This is an optimization exercise on Yosys and OpenROAD, whose aim is small area, a short achievable clock period and few clock cycles per item, not a production implementation. Function was checked by simulation only, so behaviour that the tests miss may differ from the original. Power figures rest on the tool's default switching activity, not on a simulated workload.

==> build 87: inputs <==
==> flow/design.v (excerpt) <==
module sabcm_32x32 (
    input clk,
    input rst_n,
    input start,
    input signed [31:0] operand_a,
    input signed [31:0] operand_b,
    output reg done,
    output wire signed [63:0] product_out,
    output wire [4:0] op_a_leading_bits,
    output wire [4:0] op_b_leading_bits
);
    lzc32 lzc_a (.data_in(operand_a), .leading_bits(op_a_leading_bits));
    lzc32 lzc_b (.data_in(operand_b), .leading_bits(op_b_leading_bits));
    wire [32:0] a_ext = {operand_a[31], operand_a};
    reg [122:0] pipe_reg;
    wire s1;
    wire c2;
    wire s3;
    wire c4;
    wire s5;
    wire c6;
    wire s7;
    wire c8;
    wire s9;
    wire c10;
    wire s11;
    wire c12;
    wire s13;
    wire c14;
    wire s15;
    wire c16;
    wire s17;
    wire c18;
    wire s19;
    wire c20;
    wire s21;
    wire c22;
    wire s23;
    wire c24;
    wire s25;
    wire c26;
    wire s27;
    wire c28;
    wire s29;
    wire c30;
    wire s31;
    wire c32;
    wire s33;
    wire c34;
    wire s35;
    wire c36;
    wire s37;
    wire c38;
    wire s39;
    wire c40;
    wire s41;
    wire c42;
    wire s43;
    wire c44;
    wire s45;
    wire c46;
    wire s47;
    wire c48;
    wire s49;
    wire c50;
    wire s51;
    wire c52;
    wire s53;
    wire c54;
    wire s55;
    wire c56;
    wire s57;
    wire c58;
    wire s59;
    wire c60;
    wire s61;
    wire c62;
    wire s63;
    wire c64;
    wire s65;
    wire c66;
    wire s67;
    wire c68;
    wire s69;
    wire c70;
    wire s71;
    wire c72;
    wire s73;
    wire c74;
    wire s75;
    wire c76;
    wire s77;
    wire c78;
    wire s79;
    wire c80;
    wire s81;
    wire c82;
    wire s83;
    wire c84;
    wire s85;
    wire c86;
    wire s87;
    wire c88;
    wire s89;
    wire c90;
    wire s91;
    wire c92;
    wire s93;
    wire c94;
    wire s95;
    wire c96;
    wire s97;
    wire c98;
    wire s99;
    wire c100;
    wire s101;
    wire c102;
    wire s103;
    wire c104;
    wire s105;
    wire c106;
    wire s107;
    wire c108;
    wire s109;
    wire c110;
    wire s111;
    wire c112;
    wire s113;
    wire c114;
    wire s115;
    wire c116;
    wire s117;
    wire c118;
    wire s119;
  ...
==> module lzc32, before the edit <==
module lzc32 (
    input wire signed [31:0] data_in,
    output wire [4:0] leading_bits
);
    wire [31:0] d = {data_in[30:0] ^ data_in[31:1], 1'b1};
    wire [7:0] nz;
    wire [15:0] c;
    genvar k;
    generate
        for (k = 0; k < 8; k = k + 1) begin : grp
            wire [3:0] g = d[4*k+3:4*k];
            assign nz[k] = |g;
            assign c[2*k+1] = ~(g[3] | g[2]);
            assign c[2*k] = ~g[3] & (g[2] | ~g[1]);
        end
    endgenerate
    wire z7 = ~nz[7], z6 = ~nz[6], z5 = ~nz[5], z4 = ~nz[4];
    wire z3 = ~nz[3], z2 = ~nz[2], z1 = ~nz[1];
    wire hi4 = z7 & z6 & z5 & z4;
    wire i2 = hi4;
    wire i1 = hi4 ? (z3 & z2) : (z7 & z6);
    wire i0 = hi4 ? (z3 & (nz[2] | z1)) : (z7 & (nz[6] | z5));
    wire [2:0] gi = 3'd7 - {i2, i1, i0};
    wire [1:0] lc = {c[2*gi+1], c[2*gi]};
    assign leading_bits = {i2, i1, i0, lc};
endmodule
Settings: LEC_CHECK=0, ABC_AREA=1, CAP_MARGIN=20, CORE_MARGIN=2, CORE_UTILIZATION=55, SETUP_SLACK_MARGIN=4.5, SLEW_MARGIN=20, SYNTH_HIERARCHICAL=1, SYNTH_MINIMUM_KEEP_SIZE=0; clock period 10.0 ns.
run.sh (not shown) runs the stock make flow with config.mk's settings and CLKGATE_MAP_FILE= SYNTH_SCRIPT=/design/flow/synth_recipe.tcl, a recipe that flattens the netlist after the stock synthesis.
==> build 77 (differences from build 87) <==
--- a/flow/design.v
+++ b/flow/design.v
@@ -1,12 +1,12 @@
 `timescale 1ns / 1ps
 module lzc32 (
     input wire signed [31:0] data_in,
     output wire [4:0] leading_bits
 );
-    wire [31:0] d = {data_in[30:0] ^ data_in[31:1], 1'b1};
+    wire [31:0] d = {data_in[30:0] ^ {31{data_in[31]}}, 1'b1};
     wire [7:0] nz;
     wire [15:0] c;
     genvar k;
     generate
         for (k = 0; k < 8; k = k + 1) begin : grp
             wire [3:0] g = d[4*k+3:4*k];
CORE_UTILIZATION = 30   (was 55)
==> build 34 (differences from build 87) <==
--- a/flow/design.v
+++ b/flow/design.v
@@ -6,27 +6,39 @@
     wire [31:0] d = {data_in[30:0] ^ data_in[31:1], 1'b1};
     wire [7:0] nz;
     wire [15:0] c;
     genvar k;
     generate
         for (k = 0; k < 8; k = k + 1) begin : grp
-            wire [3:0] g = d[4*k+3:4*k];
-            assign nz[k] = |g;
-            assign c[2*k+1] = ~(g[3] | g[2]);
-            assign c[2*k] = ~g[3] & (g[2] | ~g[1]);
+            lzc_grp4 u_grp (.g(d[4*k+3:4*k]), .nz(nz[k]), .c(c[2*k+1:2*k]));
         end
     endgenerate
-    wire z7 = ~nz[7], z6 = ~nz[6], z5 = ~nz[5], z4 = ~nz[4];
-    wire z3 = ~nz[3], z2 = ~nz[2], z1 = ~nz[1];
-    wire hi4 = z7 & z6 & z5 & z4;
-    wire i2 = hi4;
-    wire i1 = hi4 ? (z3 & z2) : (z7 & z6);
-    wire i0 = hi4 ? (z3 & (nz[2] | z1)) : (z7 & (nz[6] | z5));
-    wire [2:0] gi = 3'd7 - {i2, i1, i0};
-    wire [1:0] lc = {c[2*gi+1], c[2*gi]};
-    assign leading_bits = {i2, i1, i0, lc};
+    wire [7:0] above;   
+    assign above[7] = 1'b1;
+    assign above[6] = ~nz[7];
+    assign above[5] = ~(nz[7] | nz[6]);
+    assign above[4] = ~(nz[7] | nz[6] | nz[5]);
+    assign above[3] = ~(nz[7] | nz[6] | nz[5] | nz[4]);
+    assign above[2] = above[3] & ~nz[3];
+    assign above[1] = above[3] & ~(nz[3] | nz[2]);
+    assign above[0] = above[3] & ~(nz[3] | nz[2] | nz[1]);
+    wire [7:0] first = nz & above;
+    assign leading_bits[4] = above[3];
+    assign leading_bits[3] = first[5] | first[4] | first[1] | first[0];
+    assign leading_bits[2] = first[6] | first[4] | first[2] | first[0];
+    assign leading_bits[1] = |(first & {c[15], c[13], c[11], c[9], c[7], c[5], c[3], c[1]});
+    assign leading_bits[0] = |(first & {c[14], c[12], c[10], c[8], c[6], c[4], c[2], c[0]});
+endmodule
+module lzc_grp4 (
+    input wire [3:0] g,
+    output wire nz,
+    output wire [1:0] c
+);
+    assign nz = |g;
+    assign c[1] = ~(g[3] | g[2]);
+    assign c[0] = ~g[3] & (g[2] | ~g[1]);
 endmodule
 module fa_cell (
     input wire a,
     input wire b,
     input wire ci,
     output wire s,
@@ -41,12 +53,20 @@
     output wire s,
     output wire co
 );
     assign s = a ^ b;
     assign co = a & b;
 endmodule
+module booth_dec (
+    input wire [2:0] b,
+    output wire one_n,
+    output wire two_n
+);
+    assign one_n = ~(b[1] ^ b[0]);
+    assign two_n = ~((b[2] & ~b[1] & ~b[0]) | (~b[2] & b[1] & b[0]));
+endmodule
 `timescale 1ns / 1ps
 module sabcm_32x32 (
     input clk,
     input rst_n,
     input start,
     input signed [31:0] operand_a,
@@ -56,12 +76,14 @@
     output wire [4:0] op_a_leading_bits,
     output wire [4:0] op_b_leading_bits
 );
     lzc32 lzc_a (.data_in(operand_a), .leading_bits(op_a_leading_bits));
     lzc32 lzc_b (.data_in(operand_b), .leading_bits(op_b_leading_bits));
     wire [32:0] a_ext = {operand_a[31], operand_a};
+    wire [32:0] a_ext_n = ~a_ext;
+    wire [32:0] a_x2_n = ~{operand_a, 1'b0};
     reg [122:0] pipe_reg;
     wire s1;
     wire c2;
     wire s3;
     wire c4;
     wire s5;
==> flow/flow/run.sh (new file) <==
#!/bin/bash
set -euo pipefail
export BUFFER_PORTS_ARGS="-buffer_cell sky130_fd_sc_hd__buf_2"
bash standard.sh > standard.log 2>&1
==> flow/standard.sh (new file) <==
#!/bin/bash
# synth_recipe.tcl (not shown) runs the flow's synth.tcl, then flattens the netlist and writes it again
# the make line also repeats each setting of config.mk as NAME=value (left out here)
make -C /OpenROAD-flow-scripts/flow DESIGN_CONFIG=/design/flow/config.mk WORK_HOME=/design/flow/orfs CLKGATE_MAP_FILE= SYNTH_SCRIPT=/design/flow/synth_recipe.tcl "${@:-finish}"
CORE_UTILIZATION = 40   (was 55)
CTS_BUF_LIST = sky130_fd_sc_hd__clkbuf_4 sky130_fd_sc_hd__clkbuf_8   (was unset)
PLACE_DENSITY = 0.7   (was unset)
SETUP_SLACK_MARGIN = 4.3   (was 4.5)
removed: flow/run.sh
==> qor summary <==
quantity	build 87	build 34	build 77
Sequential cell power	1.08 mW	1.06 mW	1.09 mW
Switching power as a share of total power	47.1%	50.2%	48.1%
Power density relative to cell area	308 nW/µm²	320 nW/µm²	309 nW/µm²
Gate count of the mapped netlist	2887	2769	2893
Total Wirelength	103000 µm	90200 µm	106000 µm
Worst endpoint data arrival time	6.03 ns	6.09 ns	3.71 ns
Most used cell, CP	fa_2	fa_1	nand2_1
Run status	no timing/DRC/antenna violations	no timing/DRC/antenna violations	no timing/DRC/antenna violations
Required @ worst endpoint	10.37 ns	10.42 ns	8.00 ns
Portion of the clock cycle consumed by the worst path in the final layout	56.6%	56.7%	57.1%
Worst setup EP type	flip-flop	flip-flop	primary output
Combinational share of power	83.2%	82.9%	83.8%
Transition time at the pin with the least slew margin	0.992 ns	0.982 ns	0.904 ns
Fraction of met1 tracks used by global routing	47.3%	31.3%	28.4%
Root cell of the clock tree	clkbuf_16	clkbuf_8	clkbuf_16
Total of plain and repair buffers excluding clock buffers	451	307	463
Post-route setup slack	4.34 ns	4.33 ns	4.29 ns
Share of the yosys chip area belonging to registers	9.47%	9.58%	9.43%
Total power of the final layout	10.3 mW	9.45 mW	10.7 mW
RSZ-0062 raised after global routing	true	false	true
Fill cell total of the finished layout	3369	5851	8207
Die Span Y	222 µm	258 µm	299 µm
Testbench counts of build 87, summed over its fixed seeds: cycles 2,408, items 2,400.
Testbench counts of build 77, summed over its fixed seeds: cycles 2,408, items 2,400.
Testbench counts of build 34, summed over its fixed seeds: cycles 2,408, items 2,400.

what the ideal ports hide:
How much do the figures lean on ideal ports? The routed layouts below were timed once more, with nothing changed but the port constraints. Step 1 assumes that a clkbuf_16 drives the clock port and a buf_2 every other input. Step 2 also shifts input and output timing later by t, the mid clock arrival at the registers, as if the neighbouring blocks saw the same clock. Slacks: ideal / step 1 / step 2; pairs: ideal / step 1.
run | shift t [ns] | slack for setup (ns) | worst setup path after step 2 | worst slew at a driven data input, ns
build 87 | 0.544 | 4.340 / 4.226 / 3.722 | input to register | 0.26
build 77 | 0.566 | 4.294 / 4.115 / 3.735 | input to register | 0.34
build 34 | 0.607 | 4.331 / 4.299 / 3.722 | input to register | 0.11
After both steps every run listed still meets setup and hold. For build 87, which loses most, drivers alone change the setup slack by -0.114 ns; drivers and shift together by -0.618 ns.
